Context: an optimization exercise on an open-source flow, tuned for small area, a short achievable clock period and few clock cycles. The choices shown serve that exercise and are no tape-out recipe. The RTL was checked by simulation tests, not by an equivalence proof against the original design. Power and IR drop assume default switching activity.

Design cpu, start of the top module:
module cpu (
  output [15:0] imem_addr,
  input  [15:0] imem_rdata,
  output [15:0] dmem_addr,
  input  [15:0] dmem_rdata,
  output [15:0] dmem_wdata,
  output        dmem_write,
  input         start,
  input         stop,
  input         CLK,
  input         RSTN
  );
Size in the first run: roughly 85 I/O pins, ~15000 um2 of cells after synthesis.
clock: 8.0 ns
lec_check: 0
cap_margin: 20
core_margin: 2
core_utilization: 55
cts_buf_list: sky130_fd_sc_hd__clkbuf_4 sky130_fd_sc_hd__clkbuf_8
place_density: 0.7
setup_slack_margin: 5
slew_margin: 20
tns_end_percent: 0
standard.sh (not shown) runs the stock make flow with config.mk's settings and CLKGATE_MAP_FILE= SYNTH_SCRIPT=/design/flow/synth_recipe.tcl, a recipe that flattens the netlist after the stock synthesis.
==> flow/flow/run.sh <==
#!/bin/bash
# The standard layout (standard.sh), except that the port buffers are
# plain buf_1 cells rather than the delay buffers buffer_ports picks itself.
set -euo pipefail
export BUFFER_PORTS_ARGS="-buffer_cell sky130_fd_sc_hd__buf_1"
bash standard.sh > standard.log 2>&1
Testbench counts at the start, summed over its fixed seeds: cycles 33,795.
Next try:
==> flow/run.sh (new file) <==
#!/bin/bash
# synth_recipe.tcl (not shown) runs the flow's synth.tcl, then flattens the netlist and writes it again
# the make line also repeats each setting of config.mk as NAME=value (left out here)
make -C /OpenROAD-flow-scripts/flow DESIGN_CONFIG=/design/flow/config.mk WORK_HOME=/design/flow/orfs CLKGATE_MAP_FILE= SYNTH_SCRIPT=/design/flow/synth_recipe.tcl finish
Settings changed: CORE_UTILIZATION 55 to 40, CTS_BUF_LIST sky130_fd_sc_hd__clkbuf_4 sky130_fd_sc_hd__clkbuf_8 to not set, PLACE_DENSITY 0.7 to 0.6, TNS_END_PERCENT 0 to not set.
removed: flow/flow/run.sh
removed: flow/standard.sh
Result: The new run went through all stages and came out clean. Power came out higher by a little under a tenth. Sequential power hardly moves. Cell count rises by roughly a tenth. Wire length rises by a little under a tenth. Clock power went down by a few percent. Hold slack is worse by 4.6 ps. Die area grows by well over a third. Combinational power came out higher by a quarter to a third. Via count is about the same. Worst setup slack improved by 28 ps. Register-to-register slack is better by 30 ps.
Next try:
Settings changed: SETUP_SLACK_MARGIN 5 to 4.6, TNS_END_PERCENT set to 0.
=>
- worst setup slack got worse by 330 ps
- combinational power decreases by 21%
- via count decreases by 4.3%
- non-clock buffer count decreases by 94
- clock skew is about the same
- synthesized cell count stays the same
- sequential cell count does not change
- routed wire length decreases by 3.8%
Next try:
==> flow/flow/run.sh (new file) <==
#!/bin/bash
# Standard layout, with plain buf_1 cells as the port buffers.
cp standard.sh standard_sh_copy.txt
export BUFFER_PORTS_ARGS="-buffer_cell sky130_fd_sc_hd__buf_1"
bash standard.sh > standard.log 2>&1
==> flow/standard.sh (new file) <==
#!/bin/bash
# synth_recipe.tcl (not shown) runs the flow's synth.tcl, then flattens the netlist and writes it again
# the make line also repeats each setting of config.mk as NAME=value (left out here)
make -C /OpenROAD-flow-scripts/flow DESIGN_CONFIG=/design/flow/config.mk WORK_HOME=/design/flow/orfs CLKGATE_MAP_FILE= SYNTH_SCRIPT=/design/flow/synth_recipe.tcl "${@:-finish}"
Settings changed: CORE_UTILIZATION 40 to 60, CTS_BUF_LIST set to sky130_fd_sc_hd__clkbuf_4 sky130_fd_sc_hd__clkbuf_8, PLACE_DENSITY 0.6 to 0.75, SETUP_SLACK_MARGIN 4.6 to 5.
removed: flow/run.sh
Result: Worst setup slack is better by 260 ps. Sequential power stays flat. Core utilization climbs by 23 points. Final area drops by 2.1%. Sequential share of layout area climbs by 0.95 points. Non-clock buffer count climbs by 21.
Next try:
==> flow/flow/run.sh (replaced) <==
#!/bin/bash
# The standard layout (standard.sh), except that the port buffers are
# plain buf_1 cells rather than the delay buffers buffer_ports picks itself.
set -euo pipefail
export BUFFER_PORTS_ARGS="-buffer_cell sky130_fd_sc_hd__buf_1"
bash standard.sh > standard.log 2>&1
Settings changed: CORE_UTILIZATION 60 to 40, CTS_CLUSTER_SIZE set to 30, PLACE_DENSITY 0.75 to 0.6.
What happened: The changed run went through all stages and came out clean; register-to-register slack gains 30 ps; cell count went up by 8.9%; design area climbs by 1.8%; worst setup slack improved by 72 ps; die area went up by 49%; clock skew is higher by 23 ps.
Next try:
Settings changed: CTS_BUF_LIST sky130_fd_sc_hd__clkbuf_4 sky130_fd_sc_hd__clkbuf_8 to sky130_fd_sc_hd__clkbuf_8, CTS_CLUSTER_SIZE 30 to 40.
Outcome: Synthesized cell count stays the same. Total power shrinks slightly. Cell count stays the same. Hold slack hardly moves. Synthesized area does not change.

========
Setup of run A:
cpu, a different RTL version from the one above (not shown whole).
Size: roughly 210 flip-flops, ~85 I/O pins, roughly 0.015 mm² of cells after synthesis.
// cpu
module cpu (
  output [15:0] imem_addr,
  input  [15:0] imem_rdata,
  output [15:0] dmem_addr,
  input  [15:0] dmem_rdata,
  output [15:0] dmem_wdata,
  output        dmem_write,
  input         start,
  input         stop,
  input         CLK,
  input         RSTN
  );
==> flow/config.mk <==
export PLATFORM = sky130hd
export DESIGN_NAME = cpu
export DESIGN_NICKNAME = cpu
export VERILOG_FILES = /design/flow/design.v
export SDC_FILE = /design/flow/constraint.sdc
export NUM_CORES = 4
export LEC_CHECK = 0
export CAP_MARGIN = 20
export CORE_MARGIN = 2
export CORE_UTILIZATION = 45
export CTS_BUF_LIST = sky130_fd_sc_hd__clkbuf_4 sky130_fd_sc_hd__clkbuf_8
export PLACE_DENSITY = 0.65
export SETUP_SLACK_MARGIN = 5
export SLEW_MARGIN = 20
export TNS_END_PERCENT = 0
==> flow/constraint.sdc <==
create_clock -name core_clock -period 8.0 [get_ports {CLK}]
set_input_delay 1.6000 -clock core_clock [delete_from_list [all_inputs] [get_ports {CLK}]]
set_output_delay 1.6000 -clock core_clock [all_outputs]
set_load 0.01 [all_outputs]
==> flow/flow/run.sh <==
#!/bin/bash
# The standard layout (standard.sh) with two changes:
#  - the port buffers are plain buf_1 cells rather than the delay buffers
#    buffer_ports picks itself;
#  - synthesis leaves adders to ABC instead of first extracting full and
#    half adder cells (ADDER_MAP_FILE empty), which maps the multiplier trees
#    and adders both smaller and faster. Registers are untouched by this.
set -euo pipefail
export BUFFER_PORTS_ARGS="-buffer_cell sky130_fd_sc_hd__buf_1"
bash standard.sh ADDER_MAP_FILE= finish > standard.log 2>&1
Testbench counts of run A, summed over its fixed seeds: cycles 31,856.
## Diff of input files: run B against run A
Settings: PLACE_DENSITY changed from 0.65 to 0.6; CORE_UTILIZATION changed from 45 to 40.
Results
- Via count on run B is ahead of run A.
- Per the comparison of run B with run A, required time of the worst setup path grew by 0.02 ns, clock-buffer cell count grew by about 2.3%, highest cell delay on the worst timing path held steady.
- Diff run A and run B: CTS buffer count lower in run B
- After detailed routing, run A needs less wire than run B.
- [diff] total non-filler cell area in the finished layout, run B relative to run A: regression
- Compared to run A, run B has smallest setup slack after layout 0.083 ns higher.
#### Input delta (run C over run B)
Settings: a change of PLACE_DENSITY from 0.6 to 0.65; a change of CORE_UTILIZATION from 40 to 50.
==> flow/flow/run.sh <==
#!/bin/bash
# The standard layout (standard.sh) with three changes:
#  - the port buffers are plain buf_1 cells rather than the delay buffers
#    buffer_ports picks itself;
#  - synthesis leaves adders to ABC instead of first extracting full and
#    half adder cells (ADDER_MAP_FILE empty), which maps the multiplier tree
#    and adders both smaller and faster. Registers are untouched by this;
#  - clock tree synthesis adds no dummy loads to balance the tree.
set -euo pipefail
export BUFFER_PORTS_ARGS="-buffer_cell sky130_fd_sc_hd__buf_1"
export CTS_ARGS="-sink_clustering_enable -repair_clock_nets -buf_list {sky130_fd_sc_hd__clkbuf_4 sky130_fd_sc_hd__clkbuf_8} -dont_use_dummy_load"
bash standard.sh ADDER_MAP_FILE= finish > standard.log 2>&1
Results
- Share of cells above drive strength 1 in run C is 1.3 points lower than in run B
- Run C against run B: detailed-route wire length has decreased, buffer count from post-CTS setup fixing has decreased, count of placed standard cells including taps has decreased, met1 track demand over resource has increased, data-path buffer share of cell area in the final layout has decreased.
- Run C: routability-driven placement congestion ratio higher than run B
- Global-route usage for run C is higher than for run B.
- Comparing the two runs side by side, run C comes out behind run B on worst path setup slack after routing.
The inputs of run D differ from those of run C as listed below.
Settings: PLACE_DENSITY changed from 0.65 to 0.6; CORE_UTILIZATION changed from 50 to 40.
==> run summary <==
Summary of the comparison: final setup slack of the worst path is higher in run D, relative to run C.
Mapped cell area of run C is on par with run D.
On worst hold slack, run D and run C are neck and neck.
Per the comparison of run D with run C, area overhead of the layout relative to synthesis rose 1.4 points, pin count of the biggest net entering global routing rose 2.5%, power rose 1.6%, proportion of cell area occupied by registers fell 0.46 points, power per standard cell area rose about 0.38%.
Going from run C to run D, the total of fill cells in the finished design was found to have gone up by 832.
In run D the utilization after layout turned out 11 points lower than in run C.
Changes in run E relative to run D:
Settings: a change of CAP_MARGIN from 20 to 0; a change of SLEW_MARGIN from 20 to 0.
### Flow results
Reported for run E and run D, count of boundary I/O pins turned out identical to the last digit. From run E to run D, design internal power did not move at all. Delta (run E minus run D): path depth of the worst reg2reg path did not really move; share of the cycle needed by the critical path after routing did not really move.

========
cpu with an RTL version that a note above also has.
Size: about 15,000 µm² of cells after synthesis.
clock: 8.0 ns
lec_check: 0
cap_margin: 20
core_margin: 2
core_utilization: 40
place_density: 0.6
setup_slack_margin: 5
slew_margin: 20
tns_end_percent: 0
run.sh (not shown) runs the stock make flow with config.mk's settings and CLKGATE_MAP_FILE= SYNTH_SCRIPT=/design/flow/synth_recipe.tcl, a recipe that flattens the netlist after the stock synthesis.
Stock flow here: none of the scripts above is used.
The first run completed with no timing, DRC or antenna violations.
Testbench counts at the start, summed over its fixed seeds: cycles 33,795.
Next try:
==> flow/flow/run.sh (new file) <==
#!/bin/bash
# The standard layout (standard.sh), except that the port buffers are
# plain buf_1 cells rather than the delay buffers buffer_ports picks itself.
set -euo pipefail
export BUFFER_PORTS_ARGS="-buffer_cell sky130_fd_sc_hd__buf_1"
bash standard.sh > standard.log 2>&1
==> flow/standard.sh (new file) <==
#!/bin/bash
# synth_recipe.tcl (not shown) runs the flow's synth.tcl, then flattens the netlist and writes it again
# the make line also repeats each setting of config.mk as NAME=value (left out here)
make -C /OpenROAD-flow-scripts/flow DESIGN_CONFIG=/design/flow/config.mk WORK_HOME=/design/flow/orfs CLKGATE_MAP_FILE= SYNTH_SCRIPT=/design/flow/synth_recipe.tcl "${@:-finish}"
CTS_BUF_LIST = sky130_fd_sc_hd__clkbuf_4 sky130_fd_sc_hd__clkbuf_8   (was unset)
removed: flow/run.sh
Area after synthesis is unchanged.
Power came out lower by a few percent.
Cell count came out higher slightly.
Global-route usage came out lower by 0.28 points.
Next try:
==> flow/run.sh (new file) <==
#!/bin/bash
# synth_recipe.tcl (not shown) runs the flow's synth.tcl, then flattens the netlist and writes it again
# the make line also repeats each setting of config.mk as NAME=value (left out here)
make -C /OpenROAD-flow-scripts/flow DESIGN_CONFIG=/design/flow/config.mk WORK_HOME=/design/flow/orfs CLKGATE_MAP_FILE= SYNTH_SCRIPT=/design/flow/synth_recipe.tcl finish
CORE_UTILIZATION = 60   (was 40)
CTS_BUF_LIST = unset   (was sky130_fd_sc_hd__clkbuf_4 sky130_fd_sc_hd__clkbuf_8)
PLACE_DENSITY = 0.75   (was 0.6)
removed: flow/flow/run.sh
removed: flow/standard.sh
The new run ran to the end with no violations.
Global-route usage came out higher by 9.7 points.
Total power came out higher by 3.2%.
Sequential power stays flat.
Die area came out lower by about 33%.
Next try:
==> flow/flow/run.sh (new file) <==
#!/bin/bash
# The standard layout (standard.sh) with two changes:
#  - the port buffers are plain buf_1 cells rather than the delay buffers
#    buffer_ports picks itself;
#  - synthesis leaves adders to ABC instead of first extracting full and
#    half adder cells (ADDER_MAP_FILE empty), which maps the multiplier trees
#    and adders both smaller and faster. Registers are untouched by this.
set -euo pipefail
export BUFFER_PORTS_ARGS="-buffer_cell sky130_fd_sc_hd__buf_1"
bash standard.sh ADDER_MAP_FILE= finish > standard.log 2>&1
==> flow/standard.sh (new file) <==
#!/bin/bash
# synth_recipe.tcl (not shown) runs the flow's synth.tcl, then flattens the netlist and writes it again
# the make line also repeats each setting of config.mk as NAME=value (left out here)
make -C /OpenROAD-flow-scripts/flow DESIGN_CONFIG=/design/flow/config.mk WORK_HOME=/design/flow/orfs CLKGATE_MAP_FILE= SYNTH_SCRIPT=/design/flow/synth_recipe.tcl "${@:-finish}"
CORE_UTILIZATION = 40   (was 60)
CTS_BUF_LIST = sky130_fd_sc_hd__clkbuf_4 sky130_fd_sc_hd__clkbuf_8   (was unset)
PLACE_DENSITY = 0.6   (was 0.75)
removed: flow/run.sh
Core utilization came out lower by 24 points; power rises by a quarter to a third; worst setup slack gains 0.15 ns; clock-buffer cell count rose by 36.
Next try:
==> flow/flow/run.sh (replaced) <==
#!/bin/bash
# Standard layout, with plain buf_1 cells as the port buffers.
cp standard.sh standard_sh_copy.txt
export BUFFER_PORTS_ARGS="-buffer_cell sky130_fd_sc_hd__buf_1"
bash standard.sh > standard.log 2>&1
Outcome: Setup slack gets worse by 0.090 ns; via count fell by 11%; synthesized area rose by 0.75%; clock power stays flat; core utilization fell by 1.5 points; sequential power fell by about 4%; cell count fell by 5.6%; combinational power fell by 44%; wire length fell by 7.9%.

-- separate check: timing with driven ports --
In the flow no input, the clock included, has a driving cell. The finished layouts below were timed again as built, in two steps. Step 1 sets driving cells, clkbuf_16 on the clock port and buf_2 on the other inputs (assumed; they add their load-dependent delay and slew). Step 2 also shifts input and output timing later by t, the mid clock arrival at the registers, as if the neighbouring blocks saw the same clock. Slacks: ideal / step 1 / step 2; pairs: ideal / step 1.
| run | t (ns) | setup slack, ns | worst register clock-pin slew, ns |
|---|---|---|---|
| the first run of note 1 | 0.597 | 4.660 / 4.660 / 4.268 | 0.07 / 0.07 |
| the second run of note 1 | 0.575 | 4.687 / 4.687 / 4.511 | 0.07 / 0.07 |
| the third run of note 1 | 0.590 | 4.362 / 4.390 / 3.800 | 0.07 / 0.07 |
| the fourth run of note 1 | 0.592 | 4.625 / 4.645 / 4.053 | 0.06 / 0.06 |
| the fifth run of note 1 | 0.611 | 4.696 / 4.696 / 4.205 | 0.07 / 0.07 |
| the sixth run of note 1 | 0.611 | 4.694 / 4.694 / 4.221 | 0.07 / 0.07 |
| run A | 0.567 | 4.649 / 4.654 / 4.088 | 0.07 / 0.07 |
| run B | 0.575 | 4.732 / 4.741 / 4.166 | 0.07 / 0.07 |
| run C | 0.541 | 4.683 / 4.681 / 4.139 | 0.06 / 0.06 |
| run D | 0.565 | 4.720 / 4.729 / 4.165 | 0.07 / 0.07 |
| run E | 0.565 | 4.720 / 4.729 / 4.165 | 0.07 / 0.07 |
| the first run of note 3 | 0.586 | 4.676 / 4.676 / 4.232 | 0.07 / 0.07 |
| the second run of note 3 | 0.611 | 4.696 / 4.696 / 4.205 | 0.07 / 0.07 |
| the third run of note 3 | 0.593 | 4.640 / 4.640 / 4.113 | 0.07 / 0.07 |
| the fourth run of note 3 | 0.617 | 4.786 / 4.786 / 4.515 | 0.07 / 0.07 |
| the fifth run of note 3 | 0.611 | 4.696 / 4.696 / 4.205 | 0.07 / 0.07 |
After both steps every run listed still meets setup and hold. The setup slack of the fourth run of note 1, which loses most, moves by +0.020 ns with the drivers and by -0.572 ns with both steps.
